This is an optimization exercise on Yosys and OpenROAD, whose aim is small area, not a production implementation. Only simulation tests tie the RTL to the original design; equivalence was not proved. The clock port is modelled as an ideal driver; clocking choices that lean on that would not hold on a real chip. Power and IR drop assume default switching activity.

--- design.v ---
module edge_detector_s
(
  input clock, reset, din,
  output rising_confirma
);
  localparam [16:0] S1300 = 17'b11101100010001000;   
  reg        m;
  reg        s0;
  reg [16:1] sh;      
  reg        rdy;
  localparam [16:1] INV = 16'b0101010101010101;
  wire [16:0] s = {sh ^ INV, s0};
  wire zero16 = (s[15:0] == 16'd0);
  wire fb     = s[16] ^ s[13] ^ zero16;
  wire last   = s[16] && zero16;                     
  wire rearm  = !din && rdy;
  always @(posedge clock or posedge reset)
    if (reset) begin
      m  <= 1'b0;
      s0 <= 1'b0;
    end else begin
      m  <= m ? !rearm : s0;
      s0 <= m ? (!rearm && fb) : (!s0 && din);
    end
  always @(posedge clock) begin
    sh  <= (m ? s[15:0] : 16'd0) ^ INV;
    rdy <= m && ((s == S1300) || (rdy && !last));
  end
  assign rising_confirma = !m && s0;
endmodule
module dspl_drv_NexysA7
(
  input clock, reset,
  input [2:0] code,           
  output reg [2:0] nxt,       
  output reg [7:0] an,
  output reg [7:0] dec_ddp
);
  localparam [9:0] PH_RESET = 10'b1111100000, PH_ADV = 10'b0000111000;
  reg [9:0] ph;
  reg       shown;
  reg [2:0] sel;
  wire adv = (ph == PH_ADV);
  always @(posedge clock or posedge reset)
    if (reset) begin
      ph    <= PH_RESET;
      nxt   <= 3'd0;
      shown <= 1'b0;
    end else begin
      ph <= {ph[8:0], (ph[9] ^ ph[2]) | adv};
      if (adv) begin
        nxt   <= nxt + 3'd1;
        shown <= 1'b1;
      end
    end
  always @(posedge clock)
    if (adv) sel <= code;
  wire [5:0] x = {nxt, sel};
  wire [6:0] seg;
  assign seg[6] = (x[0] & !x[1]) | (!x[1] & x[5]) | (x[2] & x[3] & x[5]) | (!x[0] & x[2] & !x[3]) | (!x[2] & !x[3] & x[4]) | (!x[1] & x[2]) | (!x[3] & x[4] & x[5]) | (x[2] & !x[3] & !x[4] & !x[5]);
  assign seg[5] = (x[0] & x[2]) | (!x[2] & !x[4] & x[5]) | (!x[1] & !x[3] & x[5]) | (!x[0] & x[3] & !x[4]) | (x[0] & !x[1] & !x[3] & x[4]);
  assign seg[4] = (x[0] & !x[1] & x[2]) | (x[0] & x[2] & x[3]) | (!x[1] & !x[3] & x[5]) | (!x[0] & x[1] & !x[2] & !x[5]) | (!x[1] & !x[4] & x[5]) | (!x[2] & !x[3] & x[5]) | (x[1] & !x[2] & x[4] & x[5]) | (!x[2] & x[3] & !x[4] & !x[5]) | (x[0] & !x[1] & !x[3] & x[4]);
  assign seg[3] = (x[0] & !x[1]) | (!x[0] & x[2] & x[4]) | (x[2] & x[3] & x[5]) | (!x[1] & x[2]) | (x[0] & !x[2] & x[3] & !x[4] & !x[5]);
  assign seg[2] = (x[0] & !x[1]) | (!x[0] & x[2] & !x[5]) | (x[2] & x[3] & x[5]) | (x[0] & !x[4] & x[5]) | (x[0] & !x[2] & x[4]) | (!x[1] & x[2]) | (x[0] & !x[2] & !x[3]) | (x[0] & !x[3] & x[4] & !x[5]);
  assign seg[1] = (x[0] & !x[1]) | (!x[0] & x[1] & x[4]) | (x[2] & x[3] & x[5]) | (!x[0] & x[1] & !x[3] & !x[5]) | (!x[1] & x[2] & x[5]) | (x[0] & !x[2] & !x[3] & !x[4]) | (x[1] & !x[2] & x[3] & x[4]);
  assign seg[0] = (!x[1] & !x[2]) | (!x[0] & x[2] & x[5]) | (x[1] & x[2] & x[3] & x[5]) | (!x[0] & x[1] & x[2] & x[4]) | (!x[0] & x[1] & x[2] & !x[3]) | (!x[0] & x[3] & !x[4] & x[5]) | (x[0] & x[1] & x[2] & x[3] & !x[4]);
  always @* begin
    an = {!(shown && nxt == 3'd0), !(shown && nxt == 3'd7), !(shown && nxt == 3'd6), !(shown && nxt == 3'd5),
          !(shown && nxt == 3'd4), !(shown && nxt == 3'd3), !(shown && nxt == 3'd2), !(shown && nxt == 3'd1)};
    dec_ddp = shown ? {seg, 1'b1} : 8'b00000010;
  end
endmodule
module BullsAndCows (
    input clock,
    input reset,
    input confirma_rising,
    input [15:0] SW,
    input [2:0] nxt,             
    output [15:0] led,
    output reg [2:0] code        
);
localparam [3:0] S1  = 4'd0,
                 S2  = 4'd3,
                 G   = 4'd2,
                 WIN = 4'd12,
                 CK1 = 4'd6,
                 CK2 = 4'd5,
                 CKG = 4'd4,
                 R0  = 4'd14,
                 R1  = 4'd9,
                 R2  = 4'd10,
                 R3  = 4'd11,
                 R4  = 4'd1;
assign led = 16'b0;
reg [3:0]  st;
reg        p;         
reg [15:0] sec1, sec2, g;
reg crd;       
always @(posedge clock) crd <= confirma_rising;
wire cr = crd;
wire half_diff = (g[3:0] != g[7:4]) && (g[11:8] != g[15:12]) && (g[3:0] != g[11:8]);
reg  diff1;
always @(posedge clock) diff1 <= half_diff;
wire is_diff = diff1 && half_diff;
wire in_load = (!st[0] & !st[2] & !st[3]) | (st[1] & !st[2] & !st[3]);
wire in_s1 = (!st[0] & !st[1] & !st[2]);
wire in_s2 = (st[0] & st[1] & !st[3]);
wire in_ck2 = (st[0] & st[2]);
wire in_r4 = (st[0] & !st[1] & !st[2] & !st[3]);
wire inR = (!st[2] & st[3]) | (st[1] & st[3]) | (st[0] & !st[1] & !st[2]);
wire in_step = (!st[2] & st[3]) | (st[1] & st[3]);
wire bidx0 = (!st[0]);
wire bidx1 = (!st[1]) | (st[2]);
wire done2 = (!st[2]);
wire done3 = (st[1] & !st[2]) | (!st[3]);
wire done0 = (!st[3]) | (st[0] & st[1]);
wire done1 = (!st[3]);
wire modeb0 = (st[2] & !st[3]) | (st[0] & st[1] & !st[3]);
wire modeb1 = (!st[1] & st[2] & st[3]) | (!st[0] & st[1] & !st[2] & !st[3]);
wire modeb2 = (st[3]) | (st[2]) | (st[0] & !st[1]);
wire in_g = (!st[0] & st[1] & !st[2] & !st[3]);
wire st_n0 = (st[1] & st[3]) | (st[0] & st[1]) | (st[0] & st[2] & !is_diff) | (st[1] & st[2] & is_diff) | (st[0] & !st[2] & !st[3] & !cr);
wire st_n1 = (!st[1] & st[2] & !st[3]) | (!st[0] & !st[2] & st[3]) | (!st[1] & !st[2] & st[3]) | (st[1] & !st[2] & !st[3] & !cr) | (st[2] & !st[3] & is_diff) | (!st[0] & !st[1] & !st[3] & cr) | (!st[1] & !st[3] & cr & !allbull);
wire st_n2 = (st[1] & !st[2] & !st[3] & cr) | (!st[1] & st[2] & st[3] & !cr) | (!st[2] & !st[3] & cr & allbull) | (!st[0] & !st[1] & st[2] & !st[3] & is_diff) | (!st[0] & !st[2] & !st[3] & cr);
wire st_n3 = (!st[0] & st[1] & st[3]) | (!st[1] & st[3] & !cr) | (!st[1] & !st[2] & st[3]) | (!st[0] & !st[1] & st[2] & !st[3] & is_diff) | (st[0] & !st[1] & !st[2] & cr & allbull);
wire [15:0] sec = p ? sec1 : sec2;
wire [3:0] eq = {g[7:4] == sec[15:12], g[7:4] == sec[11:8],
                 g[7:4] == sec[7:4],   g[7:4] == sec[3:0]};
wire bull = eq[{bidx1, bidx0}];
wire cow  = !bull && (eq != 4'd0);
wire load   = in_load && !cr;
wire allbull = g[0] && g[4] && g[8] && g[12];
always @(posedge clock or posedge reset)
    if (reset) st <= S1;
    else st <= {st_n3, st_n2, st_n1, st_n0};
always @(posedge clock) begin
    if (in_ck2) p <= 1'b0;
    else if (in_r4 && cr) p <= !p;
    if (in_s1 && !cr) sec1 <= SW;
    if (in_s2 && !cr) sec2 <= SW;
    if (load) g <= SW;
    else begin
        g <= {g[11:0], g[15:12]};
        if (in_step) g[9:8] <= {cow, bull};
    end
end
wire [3:0] done = {done3, done2, done1, done0};
wire [3:0] cnt_bits = nxt[0] ? {g[12], g[8], g[4], g[0]} : {g[13], g[9], g[5], g[1]};
wire [3:0] cb = cnt_bits & {done[3], done[2], done[1], done[0]};
wire [2:0] count = cb[0] + cb[1] + cb[2] + cb[3];
wire cpos = (nxt == 3'd7) || (nxt == 3'd2);
wire [2:0] mode = {modeb2, modeb1, modeb0 | (in_g & p)};
wire [5:0] y = {nxt, mode};
wire [2:0] mcode;
assign mcode[0] = (!y[1] & y[2]) | (!y[1] & !y[3] & !y[4]) | (y[1] & y[3] & !y[4] & !y[5]) | (y[1] & !y[3] & y[4] & !y[5]) | (y[2] & y[3] & y[4]);
assign mcode[1] = (!y[2] & !y[3]) | (y[1] & !y[5]) | (!y[2] & y[4]) | (!y[0] & !y[1] & !y[3]) | (y[1] & y[3] & y[4]) | (!y[0] & !y[1] & y[2] & y[5]);
assign mcode[2] = (y[0] & y[2]) | (y[1] & !y[2] & y[3]) | (!y[1] & y[3] & y[5]) | (!y[3] & y[4] & !y[5]) | (!y[1] & y[2] & !y[3]) | (y[1] & !y[2] & !y[5]) | (y[1] & y[3] & y[4]) | (!y[0] & !y[2] & y[4] & y[5]);
always @* code = (inR && cpos) ? count : mcode;
endmodule
module top_nexys_a7 (
    input clock,
    input reset,
    input confirma,
    input logic[15:0] SW,
    output logic[15:0] LED,
    output logic [7:0] AN,
    output logic [7:0] DIGIT
);
logic confirma_rising;
logic [2:0] code;
logic [2:0] nxt;
dspl_drv_NexysA7 display(
    .clock(clock),
    .reset(reset),
    .code(code),
    .nxt(nxt),
    .an(AN),
    .dec_ddp(DIGIT)
);
BullsAndCows game(
    .clock(clock),
    .reset(reset),
    .confirma_rising(confirma_rising),
    .SW(SW),
    .nxt(nxt),
    .led(LED),
    .code(code)
);
edge_detector_s borda(
    .clock(clock),
    .reset(reset),
    .din(confirma),
    .rising_confirma(confirma_rising)
);
endmodule
--- flow/run.sh ---
#!/bin/bash
# The standard layout (standard.sh), with these changes:
# - synthesis runs flow/synth.tcl: the standard flow's synthesis script with ABC on the
#   area-oriented script flow/abc_area.script, and with no adder cells
#   (ADDER_MAP_FILE empty, so ABC maps that logic too); standard.sh is then
#   called for the remaining steps and finds synthesis done;
# - ports are buffered with the smallest buffer;
# - the clock tree is built from small buffers with no dummy loads, and
#   flow/cts_pre.tcl then upsizes the clock buffers whose loads see too large
#   a slew;
# - the single constant driver of LED is not split into one tie cell per port;
# - before global placement, flow/downsize.tcl sets upsized logic cells back
#   to drive 1 (placement's repair upsizes what needs it).
set -euo pipefail
export BUFFER_PORTS_ARGS="-buffer_cell sky130_fd_sc_hd__buf_1"
export CTS_ARGS="-sink_clustering_enable -repair_clock_nets -buf_list sky130_fd_sc_hd__clkbuf_4 -dont_use_dummy_load"
export PRE_CTS_TCL="$(pwd)/flow/cts_pre.tcl"
export CLK_SLEW_LIMIT_NS=0.115 CLK_UPSIZE=sky130_fd_sc_hd__clkbuf_8
export SKIP_REPAIR_TIE_FANOUT=1
export PRE_GLOBAL_PLACE_TCL="$(pwd)/flow/downsize.tcl"
export ABC_SCRIPT="$(pwd)/flow/abc_area.script"
sed "s#SYNTH_SCRIPT=[^ ]*#SYNTH_SCRIPT=$(pwd)/flow/synth.tcl ADDER_MAP_FILE=#" standard.sh > flow_synth.sh
bash flow_synth.sh synth > synth.log 2>&1
bash standard.sh > standard.log 2>&1
--- flow/abc_area.script ---
strash
&get -n
&st
&deepsyn -T 20
&put
dch
amap
topo
stime -c
--- flow/cts_pre.tcl ---
# Clock tree: clock_tree_synthesis builds the tree from small buffers
# (CTS_ARGS), then each clock buffer whose loads see a slew above
# CLK_SLEW_LIMIT_NS (placement estimate) is upsized to CLK_UPSIZE, the
# largest slews first, until none is left above the limit.
rename clock_tree_synthesis orig_clock_tree_synthesis
proc clock_tree_synthesis {args} {
  orig_clock_tree_synthesis {*}$args
  set limit $::env(CLK_SLEW_LIMIT_NS)
  set big $::env(CLK_UPSIZE)
  set_propagated_clock [all_clocks]
  for {set round 0} {$round < 20} {incr round} {
    estimate_parasitics -placement
    set worst 0; set worst_buf ""
    foreach b [get_cells -filter "ref_name =~ sky130_fd_sc_hd__clkbuf_*"] {
      if {[get_property $b ref_name] eq $big} { continue }
      set net [get_nets -of_objects [get_pins -of_objects $b -filter "direction == output"]]
      set w 0
      foreach p [get_pins -of_objects $net -filter "direction == input"] {
        foreach e {rise fall} { set s [get_property $p slew_max_$e]; if {$s > $w} { set w $s } }
      }
      if {$w > $limit && $w > $worst} { set worst $w; set worst_buf $b }
    }
    if {$worst_buf eq ""} { break }
    puts "clock buffer [get_full_name $worst_buf]: load slew $worst ns, upsized to $big"
    replace_cell $worst_buf $big
  }
}
--- flow/downsize.tcl ---
# Before global placement: put every upsized combinational cell that
# synthesis left (drive _2 and up) back to its drive-1 version (drive 0
# where there is no drive 1); placement's repair then upsizes what needs it.
set n 0
foreach inst [get_cells *] {
  set ref [get_property $inst ref_name]
  if {![regexp {^(sky130_fd_sc_hd__[a-z0-9]+)_([0-9]+)$} $ref -> base size]} { continue }
  if {$size <= 1} { continue }
  if {[regexp {__(df|edf|sdf|sedf|dl|clk|conb|tap|fill|decap)} $base]} { continue }
  foreach s {1 0} {
    set lc [get_lib_cells -quiet */${base}_$s]
    if {[llength $lc] && ![get_property [lindex $lc 0] dont_use]} {
      replace_cell $inst [lindex $lc 0]
      incr n
      break
    }
  }
}
puts "downsize.tcl: $n cells set back to drive 1"
--- flow/synth.tcl ---
# The standard flow's synthesis script (synth_recipe.tcl: ORFS's synthesis without the fsm
# and share passes, then flattened and renamed), with one change: ABC maps
# the logic with the area-oriented script in ABC_SCRIPT instead of ORFS's
# speed script. Registers are mapped before ABC and are not affected.
proc synth {args} { yosys synth -nofsm -noshare {*}$args }
proc abc {args} {
  set i [lsearch -exact $args -script]
  if {$i >= 0} { lset args [expr {$i + 1}] $::env(ABC_SCRIPT) }
  yosys abc {*}$args
}
source $::env(SCRIPTS_DIR)/synth.tcl
# left out here: clear keep_hierarchy, flatten, clean up, hide names made inside functions, write 1_2_yosys.v
--- standard.sh ---
#!/bin/bash
# synth_recipe.tcl (not shown) runs the flow's synth.tcl, then flattens the netlist and writes it again
# the make line also repeats each setting of config.mk as NAME=value (left out here)
make -C /OpenROAD-flow-scripts/flow DESIGN_CONFIG=/design/flow/config.mk WORK_HOME=/design/flow/orfs CLKGATE_MAP_FILE= SYNTH_SCRIPT=/design/flow/synth_recipe.tcl "${@:-finish}"
--- config.mk ---
export PLATFORM = sky130hd
export DESIGN_NAME = top_nexys_a7
export DESIGN_NICKNAME = top_nexys_a7
export VERILOG_FILES = /design/flow/design.v
export SDC_FILE = /design/flow/constraint.sdc
export NUM_CORES = 4
export LEC_CHECK = 0
export CAP_MARGIN = 0
export CORE_MARGIN = 2
export CORE_UTILIZATION = 40
export SLEW_MARGIN = 0
--- constraint.sdc ---
create_clock -name core_clock -period 10.0 [get_ports {clock}]
set_input_delay 2.0000 -clock core_clock [delete_from_list [all_inputs] [get_ports {clock}]]
set_output_delay 2.0000 -clock core_clock [all_outputs]
set_load 0.01 [all_outputs]
==> qor.csv <==
metric,value,unit
run status,no timing/DRC/antenna violations,
count of flip-flops with a built-in enable after synthesis,35,
# Post-CTS Setup Buffers,0,
CP Launch Type,flip-flop,
most area-hungry cell type in the Yosys netlist,edfxtp_1,
synth unique cells,36,
fraction of synthesis flops using an asynchronous set or reset pin,0.2198,
diode insertion count for antenna repair,0,
number of cells on the worst reg-to-reg path,8,
clock-pin slew reported for the worst setup and hold paths after clock tree synthesis,0.11,ns
initial antenna violation count,0,
Fin Setup TNS,0,ns
Worst Max-Slew Pin Slew,1.032,ns
mean cell area of the mapped netlist,9.331,um^2
total number of nets in the final design,473,
Max VDD drop,140.0,uV
row count,36,
count of antenna-violating nets left after detailed routing,0,
Total Wirelength,8.722,mm
area share of the largest cell type after synthesis,0.2657,
crit path to,DIGIT[1],
reg-to-reg setup timing slack,6.69,ns
number of gates given a new drive strength after cts,0,
GRT Resource Usage Total,0.1697,
initial standard-cell utilization of the core,0.4085,
PD cells,283.9,nW/um^2
worst reg2reg path startpoint,game.p,
class of the tightest hold or removal check,flip-flop to flip-flop,
via count of the first global-routing pass,2929,
"FF+latch count, synth",91,
capturing element type of the critical path,primary output,
first-pass GRT wire length,14.00,mm
final weighted congestion in routability-driven placement,0.8625,
total core area,9684,um^2
beginning of the critical path,display.nxt[0],
number of remaining DRC errors,0,
CTS tree,built,
multi-input combinational cell area,1396,um^2
largest fanout on the critical path,14,
Synthesized Nets,443,
placed instance area,4153,um^2
Port-buffer cells,34,
share of layout cells above drive strength 1,0.04204,
Max Fclk,212.1,MHz
Pins Over Slew Limit,0,
CTS hold repair buffers,0,
Synth Cell Area,3956,um^2
area of all placed cells without fillers,4245,um^2
detailed placement HPWL,6.248,mm
leakage power summed over all cells,1.482,nW
min cycle time layout,4.715,ns
number of cells produced by synthesis,424,
sequential element share of the synthesized area,0.5759,
yosys warns,3,
number of top-level pins,51,
largest net degree at the start of global routing,32,
top flip-flop cell by instance count after synthesis,dfxtp_1,
pre-CTS worst setup slack,5.755,ns
clock sink total,91,
Die Footprint,10700,um^2
insertion delay to the later sink of the worst-skew pair,0.36,ns
Critical Setup Path Class,flip-flop to primary output,
share of the cycle needed by the critical path after routing,0.4715,
data required time at the worst endpoint,8.00,ns
filler instances,966,
number of hold violations in the final report,0,
via count,3088,
worst-case headroom to the max-slew limit,0.3109,
Layout area overhead,7.305,%
arrival time of the worst setup path,2.71,ns
Chip Width,103.5,um
Pre-antenna DRT Iters,6,
sequential standard cell area,2278,um^2
post-detailed-route via-to-cell ratio,5.279,
reg-to-reg critical path endpoint,game.g[9],
die outline height,103.5,um
total of max-cap violations,0,
Iteration-0 DRC Markers,169,
total power,1.205,mW
synth top area cells,"edfxtp_1, dfxtp_1, dfrtp_1, nor2_1, o21ai_0",
largest clock skew in the final design,0.03310,ns
total congestion overflow after global routing,0,
mean routed wirelength per cell,14.91,um
worst hold-check slack,0.3673,ns
number of CTS-inserted buffers,9,
Final Worst Setup Slack,5.285,ns
Final setup violation count,0,
setup repair after global routing missed its margin,no,
-- per-stage QoR --
step | instances | utilization
after floorplan | 424 | -
after global placement | 576 | 0.4288
after detailed placement | 576 | 0.4288
after CTS | 585 | 0.4384
after global routing | 585 | 0.4384
final | 585 | 0.4384
-- state kept, by name (all words and copies together), names as in the netlist, 3 cells and up --
signal	cells
game.sec1	16
borda.sh	16
game.st	4
display.ph	10
display.nxt	3
game.g	16
display.sel	3
game.sec2	16
-- power by group --
group          switching [mW]  internal (mW)  total (mW)
Combinational           0.280          0.155       0.435
Clock                   0.107         0.0597       0.167
Sequential             0.0907          0.512       0.603
Total                   0.478          0.727        1.21
-- cell usage in the layout (no fill, tap or decap), types with 2 or more instances in the layout --
master    netlist  routed
nor4_1         14      12
dfrtp_1        15      15
or4_1           2       2
o21a_1          2       2
o221ai_1        4       4
dfstp_2         5       5
a211oi_1        5       5
nor4_2          0       2
nor2_1         62      61
nor2b_1         2       2
nand3_1         6       6
nand4_1         5       5
buf_1           0      34
clkbuf_8        0       4
a21oi_1        16      16
buf_4          17       2
o22ai_1        31      31
and3_1          2       2
edfxtp_1       35      35
o21ai_0        41      41
a222oi_1        2       2
dfxtp_1        36      36
clkbuf_4        0       5
nand2_1        50      50
a221oi_1        3       3
a31oi_1         4       4
nor3_1          8       8
clkinv_1       45      45
-- cell usage after synthesis, types with 3 or more instances --
cell type	instances
a211oi_1	5
nand3_1	6
buf_4	17
edfxtp_1	35
o221ai_1	4
a221oi_1	3
o22ai_1	31
nor3_1	8
nor4_1	14
o21ai_0	41
clkinv_1	45
dfstp_2	5
nor2_1	62
a21oi_1	16
dfxtp_1	36
dfrtp_1	15
nand2_1	50
a31oi_1	4
nand4_1	5
-- worst max-delay path, stage by stage (launching register included) --
cell	delay, ns
dfrtp_1	0.55
clkinv_1	0.41
nor2_1	0.37
clkinv_1	0.21
nor3_1	0.22
or2_0	0.18
nor3_1	0.07
a21oi_1	0.11
o211ai_1	0.09
buf_1	0.15
-- routing by layer --
layer	up-vias	wire [um]	GRT usage
met1	1435	4084	0.2252
met5	-	0	0
met3	14	335	0.03696
li1	1579	-	-
met4	0	147	0.06377
met2	60	4154	0.2730
-- worst min-delay path by stage --
stage,from,endpoint,cells past startpoint
after global placement,display.ph[6],display.ph[7],0
final,display.ph[8],display.ph[9],0
after global routing,display.ph[6],display.ph[7],0
after CTS,display.ph[8],display.ph[9],0
after detailed placement,display.ph[8],display.ph[9],0
after floorplan,display.ph[8],display.ph[9],0
-- kinds of logic after synthesis --
logic type | share of synthesized area
compound gates | 0.1771
buf+inv | 0.07495
flops | 0.5759
other cells | 0.0009479
simple gates | 0.1711
-- cell type report --
type,count,share of cell area
flip-flops and latches,91,0.5367
multi-input cells,271,0.3289
inverters,45,0.03979
well taps,133,0.03920
repair buffers,36,0.03360
clock buffers,9,0.02181

separate check: timing with driven ports:
Ports are ideal in the flow. The routed layout listed here was re-timed in OpenROAD. Step 1 assumes that a clkbuf_16 drives the clock port and a buf_2 every other input. Step 2 times the ports against the registers' clock, not the clock port: input delays grow and output delays shrink by t, the midpoint of the rising clock arrivals with the driver on. a / b / c = no drivers / after step 1 / after step 2; a / b = the first two.
shift t [ns]: 0.377
setup slack, ns: 5.285 / 5.254 / 5.630
latest minus earliest clock arrival (ns): 0.033 / 0.033
After both steps setup and hold are still met in this run. The setup slack of this run moves by -0.031 ns with the drivers and by +0.345 ns with both steps.
